This is an optimization exercise on Yosys and OpenROAD, whose aim is small area, a short achievable clock period and few clock cycles per item, not a production implementation.
Function was checked by simulation only, so behaviour that the tests miss may differ from the original.

## lagoon
==> module gcd, before the edit <==
module gcd(
      input [31:0]      a_in,
      input [31:0]      b_in,
      input             start,
      input             reset_n,
      input             clk,
      output [31:0]     result,
      output            done
      );
      reg [31:0] na, nb;     
      wire [31:0] a = ~na;
      wire [31:0] b = ~nb;
      reg        busy;       
      wire [31:0] x  = a ^ b;
      wire [31:0] n  = a & b;
      wire [31:0] t  = ~x;             
      wire [31:0] gg = a & x;          
      reg  [31:0] G, P;                
      integer lv, i;
      always @* begin
            G = gg;
            P = t;
            for (lv = 0; lv < 5; lv = lv + 1)
                  for (i = 0; i < 32; i = i + 1)
                        if ((i % (2 << lv)) == (2 << lv) - 1) begin
                              G[i] = G[i] | (P[i] & G[i - (1 << lv)]);
                              P[i] = P[i] & P[i - (1 << lv)];
                        end
            for (lv = 3; lv >= 0; lv = lv - 1)
                  for (i = 0; i < 32; i = i + 1)
                        if ((i % (2 << lv)) == (1 << lv) - 1 && i >= (2 << lv)) begin
                              G[i] = G[i] | (P[i] & G[i - (1 << lv)]);
                              P[i] = P[i] & P[i - (1 << lv)];
                        end
      end
      wire [32:0] c0 = {G, 1'b0};         
      wire [32:0] c1 = {G | P, 1'b1};     
      wire [31:0] dab = t ^ c1[31:0];     
      wire [31:0] dba = ~(t ^ c0[31:0]);  
      wire a_gt = c0[32];                 
      wire b_gt = ~c1[32];                
      wire eq = &t;
      assign done = busy & (eq | ~|a | ~|b);
      assign result = a | b;
      wire [31:0] u = x | n;           
      reg  [31:0] any, va, vb, v1, v2;
      integer w;
      always @* begin
            any = u;
            va = a;
            vb = b;
            v1 = {1'b0, x[31:1]};
            v2 = {2'b0, x[31:2]};
            for (lv = 0; lv < 5; lv = lv + 1) begin
                  w = 1 << lv;
                  for (i = 0; i < 32; i = i + 2 * (1 << lv)) begin
                        va[i] = va[i] | (~any[i] & va[i + w]);
                        vb[i] = vb[i] | (~any[i] & vb[i + w]);
                        v1[i] = v1[i] | (~any[i] & v1[i + w]);
                        v2[i] = v2[i] | (~any[i] & v2[i + w]);
                        any[i] = any[i] | any[i + w];
                  end
            end
      end
      wire ak = va[0];                 
      wire bk = vb[0];                 
      wire x1 = v1[0];                 
      wire x2 = v2[0];                 
      wire sub = ak & bk;
      wire a_step = ~ak | (bk & a_gt);
      wire b_step = ~bk | (ak & b_gt);
      wire [1:0] sh = x1 ? 2'd0 : x2 ? 2'd1 : 2'd2;   
      reg [31:0] a_nx, b_nx;
      always @* begin
            if (!sub)
                  a_nx = {1'b0, a[31:1]};
            else case (sh)
                  2'd0: a_nx = {1'b0, dab[31:1]};
                  2'd1: a_nx = {2'b0, dab[31:2]};
                  default: a_nx = {3'b0, dab[31:3]};
            endcase
            if (!sub)
                  b_nx = {1'b0, b[31:1]};
            else case (sh)
                  2'd0: b_nx = {1'b0, dba[31:1]};
                  2'd1: b_nx = {2'b0, dba[31:2]};
                  default: b_nx = {3'b0, dba[31:3]};
            endcase
      end
      always @(posedge clk, negedge reset_n) begin
            if (!reset_n)
                  busy <= 1'b0;
            else if (start)
                  busy <= 1'b1;
      end
      always @(posedge clk) begin
            if (start) begin
                  na <= ~a_in;
                  nb <= ~b_in;
            end
            else begin
                  if (a_step) na <= ~a_nx;
                  if (b_step) nb <= ~b_nx;
            end
      end
endmodule
==> flow/config.mk <==
export PLATFORM = sky130hd
export DESIGN_NAME = gcd
export DESIGN_NICKNAME = gcd
export VERILOG_FILES = /design/flow/design.v
export SDC_FILE = /design/flow/constraint.sdc
export NUM_CORES = 4
export LEC_CHECK = 0
export CAP_MARGIN = 20
export CORE_MARGIN = 2
export CORE_UTILIZATION = 65
export CTS_BUF_LIST = sky130_fd_sc_hd__clkbuf_8
export PLACE_DENSITY = 0.75
export SETUP_SLACK_MARGIN = 0.1
export SLEW_MARGIN = 20
==> flow/constraint.sdc <==
create_clock -name core_clock -period 4.0 [get_ports {clk}]
set_input_delay 0.8000 -clock core_clock [delete_from_list [all_inputs] [get_ports {clk}]]
set_output_delay 0.8000 -clock core_clock [all_outputs]
set_load 0.01 [all_outputs]
standard.sh (not shown) runs the stock make flow with config.mk's settings and CLKGATE_MAP_FILE= SYNTH_SCRIPT=/design/flow/synth_recipe.tcl, a recipe that flattens the netlist after the stock synthesis.
==> flow/flow/run.sh <==
#!/bin/bash
set -e
cp standard.sh standard_sh.log
rm -rf scripts
cp -r "$FLOW_HOME/scripts" scripts
cp flow/abc_speed.script scripts/abc_speed.script
export BUFFER_PORTS_ARGS="-buffer_cell sky130_fd_sc_hd__buf_1"
bash standard.sh SCRIPTS_DIR="$PWD/scripts" finish > standard.log 2>&1
==> flow/flow/abc_speed.script <==
&get -n
&st
&dch
&nf -R 1000
&st
&dch
&nf -R 1000
&put
buffer -c
topo
stime -c
upsize -c
dnsize -c
Every stage of the flow completed for lagoon, and the final layout passed the timing, design-rule and antenna checks.
Testbench counts of lagoon, summed over its fixed seeds: cycles 13,892, items 1,600.
Inputs modified between lagoon and ember:
-- flow/design.v --
<<< lagoon, line 23
            for (lv = 0; lv < 5; lv = lv + 1)
                  for (i = 0; i < 32; i = i + 1)
                        if ((i % (2 << lv)) == (2 << lv) - 1) begin
                              G[i] = G[i] | (P[i] & G[i - (1 << lv)]);
                              P[i] = P[i] & P[i - (1 << lv)];
                        end
            for (lv = 3; lv >= 0; lv = lv - 1)
                  for (i = 0; i < 32; i = i + 1)
                        if ((i % (2 << lv)) == (1 << lv) - 1 && i >= (2 << lv)) begin
                              G[i] = G[i] | (P[i] & G[i - (1 << lv)]);
                              P[i] = P[i] & P[i - (1 << lv)];
                        end
      end
>>> ember, line 23
            for (lv = 0; lv < 5; lv = lv + 1)
                  for (i = 0; i < 32; i = i + 1)
                        if (i[lv]) begin
                              G[i] = G[i] | (P[i] & G[((i >> lv) << lv) - 1]);
                              P[i] = P[i] & P[((i >> lv) << lv) - 1];
                        end
      end
<<< lagoon, line 44
      assign result = a | b;
      wire [31:0] u = x | n;           
      reg  [31:0] any, va, vb, v1, v2;
      integer w;
      always @* begin
            any = u;
            va = a;
            vb = b;
            v1 = {1'b0, x[31:1]};
            v2 = {2'b0, x[31:2]};
            for (lv = 0; lv < 5; lv = lv + 1) begin
                  w = 1 << lv;
                  for (i = 0; i < 32; i = i + 2 * (1 << lv)) begin
                        va[i] = va[i] | (~any[i] & va[i + w]);
                        vb[i] = vb[i] | (~any[i] & vb[i + w]);
                        v1[i] = v1[i] | (~any[i] & v1[i + w]);
                        v2[i] = v2[i] | (~any[i] & v2[i + w]);
                        any[i] = any[i] | any[i + w];
                  end
            end
      end
      wire ak = va[0];                 
      wire bk = vb[0];                 
      wire x1 = v1[0];                 
      wire x2 = v2[0];                 
      wire sub = ak & bk;
      wire a_step = ~ak | (bk & a_gt);
>>> ember, line 38
      assign result = a | b;
      wire [31:0] u = x | n;           
      reg  [31:0] below;                
      always @* begin
            below = {u[30:0], 1'b0};
            for (lv = 0; lv < 5; lv = lv + 1)
                  for (i = 0; i < 32; i = i + 1)
                        if (i[lv])
                              below[i] = below[i] | below[((i >> lv) << lv) - 1];
      end
      wire [31:0] lo = ~below;         
      wire ak = |(a & lo);                           
      wire bk = |(b & lo);                           
      wire x1 = |({1'b0, x[31:1]} & lo);             
      wire x2 = |({2'b0, x[31:2]} & lo);             
      wire sub = ak & bk;
      wire a_step = ~ak | (bk & a_gt);
### Flow results
ember: complete, dirty (setup timing). Initial core utilization: ember > lagoon. ember packs its core more tightly than lagoon. Looking at global-route usage, ember sits 2.8 points higher than lagoon does. On ember: weighted congestion at the end of routability-driven global placement is 4.6% higher than what lagoon gave. ember: sequential cell area share is 1.2 points lower than what lagoon reported. Going from lagoon to ember, post-route non-filler standard cell count went up by 44; sum of buffers and inverters on the critical path went up by 1.
Testbench counts of ember, summed over its fixed seeds: cycles 13,892, items 1,600.

* * *

## run a
gcd, a different RTL version from the one above (not shown whole).
Size: about 1100 cells after synthesis, roughly 65 flip-flops, ~0.0080 mm² of cells after synthesis.
==> module gcd, before the edit <==
module gcd(
      input [31:0]      a_in,
      input [31:0]      b_in,
      input             start,
      input             reset_n,
      input             clk,
      output [31:0]     result,
      output            done
      );
      reg [31:0] a, b;
      reg        busy;       
      wire [31:0] x  = a ^ b;
      wire [31:0] n  = a & b;
      wire [31:0] t  = ~x;             
      wire [31:0] gg = a & x;          
      reg  [31:0] G, P;                
      integer lv, i;
      always @* begin
            G = gg;
            P = t;
            for (lv = 0; lv < 5; lv = lv + 1)
                  for (i = 0; i < 32; i = i + 1)
                        if (i[lv]) begin
                              G[i] = G[i] | (P[i] & G[((i >> lv) << lv) - 1]);
                              P[i] = P[i] & P[((i >> lv) << lv) - 1];
                        end
      end
      wire [32:0] c0 = {G, 1'b0};         
      wire [32:0] c1 = {G | P, 1'b1};     
      wire [31:0] dab = t ^ c1[31:0];     
      wire [31:0] dba = ~(t ^ c0[31:0]);  
      wire a_gt = c0[32];                 
      wire b_gt = ~c1[32];                
      wire eq = &t;
      assign done = busy & (eq | ~|a | ~|b);
      assign result = a | b;
      wire [31:0] u = x | n;           
      reg  [31:0] below;                
      always @* begin
            below = {u[30:0], 1'b0};
            for (lv = 0; lv < 5; lv = lv + 1)
                  for (i = 0; i < 32; i = i + 1)
                        if (i[lv])
                              below[i] = below[i] | below[((i >> lv) << lv) - 1];
      end
      wire [31:0] lo = ~below;         
      wire ak = |(a & lo);                           
      wire bk = |(b & lo);                           
      wire x1 = |({1'b0, x[31:1]} & lo);             
      wire x2 = |({2'b0, x[31:2]} & lo);             
      wire sub = ak & bk;
      wire a_step = ~ak | (bk & a_gt);
      wire b_step = ~bk | (ak & b_gt);
      wire [1:0] sh = x1 ? 2'd0 : x2 ? 2'd1 : 2'd2;   
      reg [31:0] a_nx, b_nx;
      always @* begin
            if (!sub)
                  a_nx = {1'b0, a[31:1]};
            else case (sh)
                  2'd0: a_nx = {1'b0, dab[31:1]};
                  2'd1: a_nx = {2'b0, dab[31:2]};
                  default: a_nx = {3'b0, dab[31:3]};
            endcase
            if (!sub)
                  b_nx = {1'b0, b[31:1]};
            else case (sh)
                  2'd0: b_nx = {1'b0, dba[31:1]};
                  2'd1: b_nx = {2'b0, dba[31:2]};
                  default: b_nx = {3'b0, dba[31:3]};
            endcase
      end
      always @(posedge clk, negedge reset_n) begin
            if (!reset_n)
                  busy <= 1'b0;
            else if (start)
                  busy <= 1'b1;
      end
      always @(posedge clk) begin
            if (start) begin
                  a <= a_in;
                  b <= b_in;
            end
            else begin
                  if (a_step) a <= a_nx;
                  if (b_step) b <= b_nx;
            end
      end
endmodule
Settings: LEC_CHECK=0, CAP_MARGIN=20, CORE_MARGIN=2, CORE_UTILIZATION=40, PLACE_DENSITY=0.6, SLEW_MARGIN=20; clock period 4.0 ns.
run.sh (not shown) runs the stock make flow with config.mk's settings and CLKGATE_MAP_FILE= SYNTH_SCRIPT=/design/flow/synth_recipe.tcl, a recipe that flattens the netlist after the stock synthesis.
Stock flow here: none of the scripts above is used.
Testbench counts of run a, summed over its fixed seeds: cycles 13,892, items 1,600.
Relative to run a, the following input files were edited for run b:
--- a/flow/design.v
+++ b/flow/design.v
@@ -8,17 +8,16 @@
       output            done
       );
       reg [31:0] a, b;
       reg        busy;       
-      wire [31:0] x  = a ^ b;
-      wire [31:0] n  = a & b;
-      wire [31:0] t  = ~x;             
-      wire [31:0] gg = a & x;          
+      wire [31:0] t  = a ~^ b;         
+      wire [31:0] pg = a | ~b;         
+      wire [31:0] gg = a & ~b;         
       reg  [31:0] G, P;                
       integer lv, i;
       always @* begin
             G = gg;
-            P = t;
+            P = pg;
             for (lv = 0; lv < 5; lv = lv + 1)
                   for (i = 0; i < 32; i = i + 1)
                         if (i[lv]) begin
                               G[i] = G[i] | (P[i] & G[((i >> lv) << lv) - 1]);
@@ -33,18 +32,19 @@
       wire b_gt = ~c1[32];                
       wire eq = &t;
       assign done = busy & (eq | ~|a | ~|b);
       assign result = a | b;
-      wire [31:0] u = x | n;           
+      wire [31:0] u = a | b;
       reg  [31:0] below;                
       always @* begin
             below = {u[30:0], 1'b0};
             for (lv = 0; lv < 5; lv = lv + 1)
-                  for (i = 0; i < 32; i = i + 1)
-                        if (i[lv])
-                              below[i] = below[i] | below[((i >> lv) << lv) - 1];
+                  for (i = 31; i >= 0; i = i - 1)
+                        if (i >= (1 << lv))
+                              below[i] = below[i] | below[i - (1 << lv)];
       end
-      wire [31:0] lo = ~below;         
+      wire [31:0] lo = u & ~below;
+      wire [31:0] x  = a ^ b;
       wire ak = |(a & lo);                           
       wire bk = |(b & lo);                           
       wire x1 = |({1'b0, x[31:1]} & lo);             
       wire x2 = |({2'b0, x[31:2]} & lo);             
## What came out
Die outline area went up by more than 10% going from run a to run b. The net total in the final layout reported for run b is greater than that of run a by 273. Relative to run a, share of the synthesized area in compound gates (AO/OA/AOI/OAI) decreased by 5.4 points in run b. Against run a, run b reports a relative area of clock buffers and inverters in the final design that is lower. Lower first-pass GRT wire length among run a and run b: run a. Comparing run a against run b, there is no change at all in quantity of I/O buffers inserted on ports. Minimum clock period was higher in the run labelled run a.
Testbench counts of run b, summed over its fixed seeds: cycles 13,892, items 1,600.

==> port drivers added, routing unchanged <==
In the flow no input, the clock included, has a driving cell. The finished layouts below were timed again as built, in two steps. Step 1, drivers: a clkbuf_16 drives clk and a buf_2 each remaining input, both assumed. Step 2, shift: input delay + t, output delay - t, t = (earliest + latest rising clock arrival at the registers) / 2. This alone moves slack from input paths to output paths. Slacks: no drivers / after step 1 / after step 2; pairs: no drivers / after step 1.
run	shift t [ns]	setup WS [ns]	worst setup path after step 2	clock arrival spread, ns
lagoon	0.393	0.139 / 0.104 / 0.184	register to register	0.011 / 0.011
ember	0.405	-0.091 / -0.131 / 0.149	register to register	0.014 / 0.014
run a	0.399	0.089 / 0.089 / 0.089	register to register	0.008 / 0.008
run b	0.402	0.108 / 0.108 / 0.108	register to register	0.013 / 0.013
